This is an optimization exercise on Yosys and OpenROAD, whose aim is small area, not a production implementation. RTL that was checked went through simulation tests only; none was proved equivalent to the original. Power figures rest on the tool's default switching activity, not on a simulated workload.

==> harbor: inputs <==
==> flow/design.v (excerpt) <==
module pacman_top (
    input  wire        clk,
    input  wire        rst,
    input  wire        btn_up,
    input  wire        btn_down,
    input  wire        btn_left,
    input  wire        btn_right,
    output wire        hs,
    output wire        vs,
    output reg  [11:0] rgb
);
    function [10:0] add11;
        input [10:0] a, b;
        input        ci;
        reg c;
        integer i;
        begin
            c = ci;
            for (i = 0; i < 11; i = i + 1) begin
                add11[i] = a[i] ^ b[i] ^ c;
                c = (a[i] & b[i]) | (a[i] & c) | (b[i] & c);
            end
        end
    endfunction
    function [9:0] inc10;
        input [9:0] a;
        reg c;
        integer i;
        begin
            c = 1'b1;
            for (i = 0; i < 10; i = i + 1) begin
                inc10[i] = a[i] ^ c;
                c = c & a[i];
            end
        end
    endfunction
    function [8:0] dec9;
        input [8:0] a;
        reg b;
        integer i;
        begin
            b = 1'b1;
            for (i = 0; i < 9; i = i + 1) begin
                dec9[i] = a[i] ^ b;
                b = b & ~a[i];
            end
        end
    endfunction
    function [3:0] dstep;
        input [2:0] r;
        input       b;
        begin
            case ({r, b})
                4'd0: dstep = 4'b0_000;  4'd1: dstep = 4'b0_001;
                4'd2: dstep = 4'b0_010;  4'd3: dstep = 4'b0_011;
                4'd4: dstep = 4'b0_100;  4'd5: dstep = 4'b1_000;
                4'd6: dstep = 4'b1_001;  4'd7: dstep = 4'b1_010;
                4'd8: dstep = 4'b1_011;  4'd9: dstep = 4'b1_100;
                default: dstep = 4'bxxxx;
            endcase
        end
    endfunction
    function [7:0] dm5;
        input [6:0] x;
        reg [2:0] r;
        reg [6:0] q;
        reg [3:0] t;
        integer i;
        begin
            r = 3'd0;
  ...
clock: 40.0 ns
lec_check: 0
cap_margin: 20
core_margin: 2
core_utilization: 40
cts_buf_list: sky130_fd_sc_hd__clkbuf_2 sky130_fd_sc_hd__clkbuf_4
slew_margin: 20
run.sh (not shown) runs the stock make flow with config.mk's settings and CLKGATE_MAP_FILE= SYNTH_SCRIPT=/design/flow/synth_recipe.tcl, a recipe that flattens the netlist after the stock synthesis.
==> inputs of xenon, as changes to harbor <==
==> flow/flow/run.sh (new file) <==
#!/bin/bash
# Layout flow: the standard synthesis, then its combinational logic mapped
# again by ABC for area (registers untouched), then the standard layout.
set -eo pipefail
R=orfs/results/$FLOW_PLATFORM/pacman_top/base
LIB=$FLOW_HOME/platforms/$FLOW_PLATFORM/lib/sky130_fd_sc_hd__tt_025C_1v80.lib
PCFG=$FLOW_HOME/platforms/$FLOW_PLATFORM/config.mk
if [ -z "$YOSYS_EXE" ]; then
  if command -v yosys > /dev/null; then export YOSYS_EXE=$(command -v yosys);
  else export YOSYS_EXE=$FLOW_HOME/../tools/install/yosys/bin/yosys; fi
fi
bash standard.sh synth > std_synth.log 2>&1
cp $R/1_2_yosys.v synth_std.v
mkdir -p reopt
python3 flow/reopt.py $LIB $PCFG synth_std.v reopt/reopt.v reopt > reopt.log 2>&1
cp reopt/reopt.v $R/1_2_yosys.v
touch $R/1_2_yosys.v
bash standard.sh "BUFFER_PORTS_ARGS=-buffer_cell sky130_fd_sc_hd__buf_1" finish > std_layout.log 2>&1
==> flow/flow/mkcells.py (new file) <==
#!/usr/bin/env python3
"""Write Verilog models of the combinational sky130hd cells from the liberty file."""
import re, sys
lib = open(sys.argv[1]).read()
out = []
# split into cells
for m in re.finditer(r'\n\s*cell\s*\(\s*"?(\w+)"?\s*\)\s*\{', lib):
    name = m.group(1)
    start = m.end()
    depth = 1; i = start
    while depth:
        c = lib[i]
        if c == '{': depth += 1
        elif c == '}': depth -= 1
        i += 1
    body = lib[start:i]
    if re.search(r'\b(ff|latch|statetable)\s*\(', body):
        continue
    pins = []
    for pm in re.finditer(r'\n\s*pin\s*\(\s*"?(\w+)"?\s*\)\s*\{', body):
        pn = pm.group(1)
        s = pm.end(); d = 1; j = s
        while d:
            c = body[j]
            if c == '{': d += 1
            elif c == '}': d -= 1
            j += 1
        pb = body[s:j]
        dirm = re.search(r'direction\s*:\s*"?(\w+)"?', pb)
        fm = re.search(r'\n\s*function\s*:\s*"([^"]*)"', pb)
        pins.append((pn, dirm.group(1) if dirm else None, fm.group(1) if fm else None))
    ins = [p for p in pins if p[1] == 'input']
    outs = [p for p in pins if p[1] == 'output']
    if not outs or any(f is None for _, _, f in outs):
        continue
    def conv(f):
        f = f.replace('!', '~').replace('+', '|').replace('*', '&')
        # implicit AND by space between operands: "A B" -> "A & B"
        f = re.sub(r'(?<=[\w\)])\s+(?=[\w\(~])', ' & ', f)
        return f
    ports = [p[0] for p in ins] + [p[0] for p in outs]
    s = "module %s(%s);\n" % (name, ", ".join(ports))
    for p in ins: s += "  input %s;\n" % p[0]
    for p in outs: s += "  output %s;\n  assign %s = %s;\n" % (p[0], p[0], conv(p[2]))
    s += "endmodule\n"
    out.append(s)
print("".join(out))
==> flow/flow/reopt.py (new file) <==
#!/usr/bin/env python3
"""Maps the combinational logic of the standard synthesis netlist again with
ABC for area.  Registers (and their names and cell types) are left as they are.

usage: reopt.py LIB PLATFORM_CONFIG IN.v OUT.v WORKDIR
"""
import os, re, subprocess, sys

lib, pcfg, vin, vout, wd = sys.argv[1:6]
here = os.path.dirname(os.path.abspath(__file__))
yosys = os.environ.get("YOSYS_EXE") or "yosys"

# dont-use cells of the platform
cfg = open(pcfg).read()
m = re.search(r"DONT_USE_CELLS\s*\+?=((?:[^\n]*\\\n)*[^\n]*)", cfg)
du = re.findall(r"sky130_fd_sc_hd__\w+", m.group(1)) if m else []
duargs = " ".join("-dont_use " + c for c in du)

cells = os.path.join(wd, "cells.v")
with open(cells, "w") as f:
    subprocess.run([sys.executable, os.path.join(here, "mkcells.py"), lib], stdout=f, check=True)

abc = os.path.join(wd, "area.abc")
open(abc, "w").write(
    "strash; &get -n; &fraig -x; &put; dc2; strash; &get -n; &deepsyn -T 30; "
    "&dch -f; &nf -R 1000 -F 10 -A 10 -E 100; &put\n")

ys = os.path.join(wd, "reopt.ys")
open(ys, "w").write(f"""
read_verilog {cells}
read_liberty -lib -ignore_redef {lib}
read_verilog {vin}
hierarchy -top {os.environ.get('FLOW_TOP', 'pacman_top')}
flatten
opt -purge
techmap
opt -purge
abc -liberty {lib} {duargs} -script {abc}
opt_clean -purge
read_liberty -lib -ignore_redef {lib}
hilomap -singleton -hicell sky130_fd_sc_hd__conb_1 HI -locell sky130_fd_sc_hd__conb_1 LO
insbuf -buf sky130_fd_sc_hd__buf_4 A X
opt_clean -purge
tee -o {os.path.join(wd, 'reopt_stat.txt')} stat -liberty {lib}
check -assert -mapped
write_verilog -noattr -nohex -nodec {vout}
""")
subprocess.run([yosys, "-q", "-l", os.path.join(wd, "reopt_yosys.log"), ys], check=True)

# registers must be the same instances, names and cell types
def regs(path):
    txt = open(path).read()
    return sorted(re.findall(r"^\s*(sky130_fd_sc_hd__\w*df\w*)\s+(\S+)\s*\(", txt, re.M))
a, b = regs(vin), regs(vout)
if a != b:
    sys.exit("register mismatch: %d vs %d" % (len(a), len(b)))
print("registers kept:", len(a))
==> flow/standard.sh (new file) <==
#!/bin/bash
# synth_recipe.tcl (not shown) runs the flow's synth.tcl, then flattens the netlist and writes it again
# the make line also repeats each setting of config.mk as NAME=value (left out here)
make -C /OpenROAD-flow-scripts/flow DESIGN_CONFIG=/design/flow/config.mk WORK_HOME=/design/flow/orfs CLKGATE_MAP_FILE= SYNTH_SCRIPT=/design/flow/synth_recipe.tcl "${@:-finish}"
- CORE_UTILIZATION: 40 -> 60
- CTS_BUF_LIST: sky130_fd_sc_hd__clkbuf_2 sky130_fd_sc_hd__clkbuf_4 -> sky130_fd_sc_hd__clkbuf_8
- CTS_CLUSTER_DIAMETER: not set -> 50
- CTS_CLUSTER_SIZE: not set -> 15
removed: flow/run.sh
==> results by group <==
Floorplanning
  – Chip height: 197 um

Global route
  – Met1 Track Usage GR: 26.4%

Outcome
  – Status: finished clean

Layout
  – Commonest non-fill, non-tap cells in the layout: dfxtp_1, nand2_1, clkbuf_4

Synth
  – Post-synthesis mux area share: 1.50%

Place
  – Cells after DPL: 2016

Worst setup path
  – Reg2Reg Setup Slack: 23.53 ns

Timing
  – Skew final: 0.0609 ns
That was harbor.
==> results by group <==
Global route
  – Met1 Track Usage GR: 37.1%

Worst setup path
  – Reg2Reg Setup Slack: 25.04 ns

Outcome
  – Status: finished clean

Place
  – Cells after DPL: 1540

Timing
  – Skew final: 0.0210 ns

Layout
  – Commonest non-fill, non-tap cells in the layout: dfxtp_1, nor2_1, nand2_1
That was xenon.

* * *

==> try-fjord <==
pacman_top again, from the RTL that the note above started with.
// pacman_top
module pacman_top (
    input  wire        clk,
    input  wire        rst,
    input  wire        btn_up,
    input  wire        btn_down,
    input  wire        btn_left,
    input  wire        btn_right,
    output wire        hs,
    output wire        vs,
    output reg  [11:0] rgb
);
export LEC_CHECK = 0
export CAP_MARGIN = 20
export CORE_MARGIN = 2
export CORE_UTILIZATION = 40
export SLEW_MARGIN = 20
create_clock -name core_clock -period 40.0 [get_ports {clk}]
standard.sh (not shown) runs the stock make flow with config.mk's settings and CLKGATE_MAP_FILE= SYNTH_SCRIPT=/design/flow/synth_recipe.tcl, a recipe that flattens the netlist after the stock synthesis.
==> flow/flow/run.sh <==
#!/bin/bash
# Layout flow: the standard synthesis, then its combinational logic mapped
# again by ABC for area (registers untouched), then the standard layout.
set -eo pipefail
R=orfs/results/$FLOW_PLATFORM/pacman_top/base
LIB=$FLOW_HOME/platforms/$FLOW_PLATFORM/lib/sky130_fd_sc_hd__tt_025C_1v80.lib
PCFG=$FLOW_HOME/platforms/$FLOW_PLATFORM/config.mk
if [ -z "$YOSYS_EXE" ]; then
  if command -v yosys > /dev/null; then export YOSYS_EXE=$(command -v yosys);
  else export YOSYS_EXE=$FLOW_HOME/../tools/install/yosys/bin/yosys; fi
fi
bash standard.sh synth > std_synth.log 2>&1
cp $R/1_2_yosys.v synth_std.v
mkdir -p reopt
python3 flow/reopt.py $LIB $PCFG synth_std.v reopt/reopt.v reopt > reopt.log 2>&1
cp reopt/reopt.v $R/1_2_yosys.v
touch $R/1_2_yosys.v
bash standard.sh > std_layout.log 2>&1
Other scripts of this flow, unchanged in this note and not shown: flow/flow/mkcells.py, flow/flow/reopt.py
==> try-raven: changes against try-fjord <==
--- a/flow/design.v
+++ b/flow/design.v
@@ -301,40 +301,86 @@
     wire [4:0] axch = colmode ? {1'b0, axc[4:1]} : axc;
     wire [2:0] wj   = hq[3:1] - {2'b0, ~hq[0]};                    
     wire       v0   = cwin & covers(sl0, axch);
     wire       v1   = cwin & covers(sl1, axch);
     wire       v2   = cwin & covers(sl2, axch);
     wire       ven  = v0 | v1 | v2;
     wire       ply  = covers(PYw, axp);
     assign collide = colmode & (dxp == 10'd0) & (hen | ven);
-    reg  [199:0] ring;
+    reg  [174:0] ring;
     reg          cur;
-    wire         load = (hr == {1'b0, vq});
     wire [1:0]   grp  = (hq <= 5'd5) ? 2'd0 : (hq <= 5'd10) ? 2'd1 : 2'd2;
-    wire         tap  = (grp == 2'd0) ? ring[199] : (grp == 2'd1) ? ring[188] : ring[177];
+    reg  [3:0]   ldo;
+    always @(*) begin
+        case ({vq[3:0], grp})
+            {4'd1, 2'd0}: ldo = 4'd0;
+            {4'd1, 2'd1}: ldo = 4'd0;
+            {4'd1, 2'd2}: ldo = 4'd0;
+            {4'd2, 2'd0}: ldo = 4'd0;
+            {4'd2, 2'd1}: ldo = 4'd1;
+            {4'd2, 2'd2}: ldo = 4'd1;
+            {4'd3, 2'd0}: ldo = 4'd0;
+            {4'd3, 2'd1}: ldo = 4'd1;
+            {4'd3, 2'd2}: ldo = 4'd2;
+            {4'd4, 2'd0}: ldo = 4'd0;
+            {4'd4, 2'd1}: ldo = 4'd1;
+            {4'd4, 2'd2}: ldo = 4'd2;
+            {4'd5, 2'd0}: ldo = 4'd0;
+            {4'd5, 2'd1}: ldo = 4'd1;
+            {4'd5, 2'd2}: ldo = 4'd2;
+            {4'd6, 2'd0}: ldo = 4'd1;
+            {4'd6, 2'd1}: ldo = 4'd1;
+            {4'd6, 2'd2}: ldo = 4'd2;
+            {4'd7, 2'd0}: ldo = 4'd2;
+            {4'd7, 2'd1}: ldo = 4'd2;
+            {4'd7, 2'd2}: ldo = 4'd2;
+            {4'd8, 2'd0}: ldo = 4'd3;
+            {4'd8, 2'd1}: ldo = 4'd3;
+            {4'd8, 2'd2}: ldo = 4'd3;
+            {4'd9, 2'd0}: ldo = 4'd3;
+            {4'd9, 2'd1}: ldo = 4'd4;
+            {4'd9, 2'd2}: ldo = 4'd4;
+            {4'd10, 2'd0}: ldo = 4'd3;
+            {4'd10, 2'd1}: ldo = 4'd4;
+            {4'd10, 2'd2}: ldo = 4'd9;
+            {4'd11, 2'd0}: ldo = 4'd3;
+            {4'd11, 2'd1}: ldo = 4'd9;
+            {4'd11, 2'd2}: ldo = 4'd9;
+            default: ldo = 4'd0;
+        endcase
+    end
+    wire         load = (hr == {2'b00, ldo});
+    reg          tap;
+    always @(*) begin
+        case (vr[2:0])    
+            3'd1: tap = ring[0];
+            3'd2: tap = ring[100];
+            3'd3: tap = ring[25];
+            3'd4: tap = ring[125];
+            3'd5: tap = ring[50];
+            3'd6: tap = ring[150];
+            default: tap = ring[75];
+        endcase
+    end
     wire         cellm = (dxp[9:5] == 5'b11111) | (dxp[9:3] == 7'd0);
-    wire         clr  = eatp & load & cellm & (vr >= 6'd23) & (vr <= 6'd39);
-    wire         clr0 = clr & (grp == 2'd0);
-    wire         clr1 = clr & (grp == 2'd1);
-    wire         clr2 = clr & (grp == 2'd2);
+    wire         clr  = eatp & load & cellm & ((vr == 6'd23) | (vr == 6'd30) | (vr == 6'd37));
     reg        ein;
     always @(*) begin
         case (ayr)
             5'd0, 5'd2, 5'd4, 5'd6: ein = (axp <= 5'd13);
             5'd8:                   ein = (axp <= 5'd11);
             5'd10:                  ein = (axp <= 5'd9);
             5'd12:                  ein = (axp <= 5'd7);
             default:                ein = 1'b0;
         endcase
     end
     wire eset = ~colmode & PYc & (hr == 6'd20) & ein;
     always @(posedge clk) begin
-        ring <= {ring[198:189], ring[188] & ~clr1, ring[187:178], ring[177] & ~clr2,
-                 ring[176:0], F | (ring[199] & ~clr0)};
+        ring <= {ring[173:76], ring[75] & ~clr, ring[74:0], F | ring[174]};
         if (load) cur <= tap;
     end
     always @(posedge clk) begin
         if (greset) begin
             F    <= 1'b1;
             eatp <= 1'b0;
         end else begin
             if (line0e) F <= 1'b0;
--- a/flow/flow/run.sh
+++ b/flow/flow/run.sh
@@ -10,9 +10,9 @@
   else export YOSYS_EXE=$FLOW_HOME/../tools/install/yosys/bin/yosys; fi
 fi
 bash standard.sh synth > std_synth.log 2>&1
 cp $R/1_2_yosys.v synth_std.v
 mkdir -p reopt
 python3 flow/reopt.py $LIB $PCFG synth_std.v reopt/reopt.v reopt > reopt.log 2>&1
 cp reopt/reopt.v $R/1_2_yosys.v
 touch $R/1_2_yosys.v
-bash standard.sh > std_layout.log 2>&1
+bash standard.sh "BUFFER_PORTS_ARGS=-buffer_cell sky130_fd_sc_hd__buf_1" finish > std_layout.log 2>&1
CORE_UTILIZATION = 60   (was 40)
CTS_BUF_LIST = sky130_fd_sc_hd__clkbuf_8   (was not set)
CTS_CLUSTER_DIAMETER = 50   (was not set)
CTS_CLUSTER_SIZE = 15   (was not set)
==> try-quartz: changes against try-fjord <==
CORE_UTILIZATION = 60   (was 40)
CTS_BUF_LIST = sky130_fd_sc_hd__clkbuf_4 sky130_fd_sc_hd__clkbuf_8   (was not set)
CTS_CLUSTER_DIAMETER = 80   (was not set)
CTS_CLUSTER_SIZE = 20   (was not set)
==> try-cedar: changes against try-fjord <==
--- a/flow/flow/run.sh
+++ b/flow/flow/run.sh
@@ -10,9 +10,9 @@
   else export YOSYS_EXE=$FLOW_HOME/../tools/install/yosys/bin/yosys; fi
 fi
 bash standard.sh synth > std_synth.log 2>&1
 cp $R/1_2_yosys.v synth_std.v
 mkdir -p reopt
 python3 flow/reopt.py $LIB $PCFG synth_std.v reopt/reopt.v reopt > reopt.log 2>&1
 cp reopt/reopt.v $R/1_2_yosys.v
 touch $R/1_2_yosys.v
-bash standard.sh > std_layout.log 2>&1
+bash standard.sh "BUFFER_PORTS_ARGS=-buffer_cell sky130_fd_sc_hd__buf_1" finish > std_layout.log 2>&1
CORE_UTILIZATION = 60   (was 40)
CTS_BUF_LIST = sky130_fd_sc_hd__clkbuf_16   (was not set)
CTS_CLUSTER_DIAMETER = 60   (was not set)
CTS_CLUSTER_SIZE = 25   (was not set)
==> results.txt <==
	try-quartz	try-cedar	try-fjord	try-raven
Result of the run	complete, no violations	complete, no violations	complete, no violations	complete, no violations
Crit path from	vb[9]$_SDFFE_PP0P_	vb[9]$_SDFFE_PP0P_	vb[9]$_SDFFE_PP0P_	vb[5]$_SDFFE_PP0P_
Max_slew headroom	25.2%	27.4%	39.5%	33.4%
Detailed-route wire length per cell	17.2 um	17.2 um	16.8 um	17.5 um
Cell type with the highest occurrence count on the critical path	-	sky130_fd_sc_hd__nor2_1	sky130_fd_sc_hd__nor2_1	sky130_fd_sc_hd__nor2_1
CP max stage delay	0.98 ns	0.96 ns	0.59 ns	0.75 ns
Relative contribution of the clock network to total power	26.5%	34.0%	41.6%	28.2%
Flip-flop count of the largest register, all copies and words added	200	200	200	175
Number of placed instances with taps included	1541	1540	1666	1535
Layout sequential cell count	292	292	292	267
Met3 global-route usage	4.56%	4.93%	3.22%	4.37%
Final-layout clock-cell area share	2.76%	4.90%	7.56%	3.93%
Min Tclk post-route	16.25 ns	15.97 ns	16.34 ns	16.68 ns
Part of the cycle the worst path needs	40.6%	39.9%	40.9%	41.7%
Comb pwr share	17.2%	15.5%	13.7%	22.3%
Cell with the largest stage delay on the worst path	sky130_fd_sc_hd__o31ai_1	sky130_fd_sc_hd__o31ai_1	sky130_fd_sc_hd__clkdlybuf4s50_1	sky130_fd_sc_hd__o21ai_0
First-pass GRT wire length	43400 um	43100 um	47100 um	44300 um
No functional check of the RTL was part of try-raven.

## re-timing with driven ports
Ports are ideal in the flow. The routed layouts listed here were re-timed in OpenROAD.
Step 1, drivers: a clkbuf_16 drives clk and a buf_2 each remaining input, both assumed.
Step 2 times the ports against the registers' clock, not the clock port: input delays grow and output delays shrink by t, the midpoint of the rising clock arrivals with the driver on.
Three values: ideal ports, drivers, drivers and shift; two values: the first two.
run	shift t [ns]	setup WS [ns]	worst hold slack (ns)	cell pins on the clock port's net
harbor	0.730	23.249 / 23.204 / 23.531	0.291 / 0.291 / 0.291	1
xenon	0.609	24.014 / 23.973 / 24.583	0.324 / 0.324 / 0.324	1
try-fjord	0.601	23.658 / 23.610 / 24.211	0.301 / 0.301 / 0.301	1
try-raven	0.599	23.317 / 23.274 / 23.873	0.327 / 0.327 / 0.327	1
try-quartz	0.584	23.749 / 23.709 / 24.293	0.307 / 0.307 / 0.307	1
try-cedar	0.559	24.026 / 23.983 / 24.542	0.326 / 0.326 / 0.326	1
After both steps setup and hold are still met in every run listed.
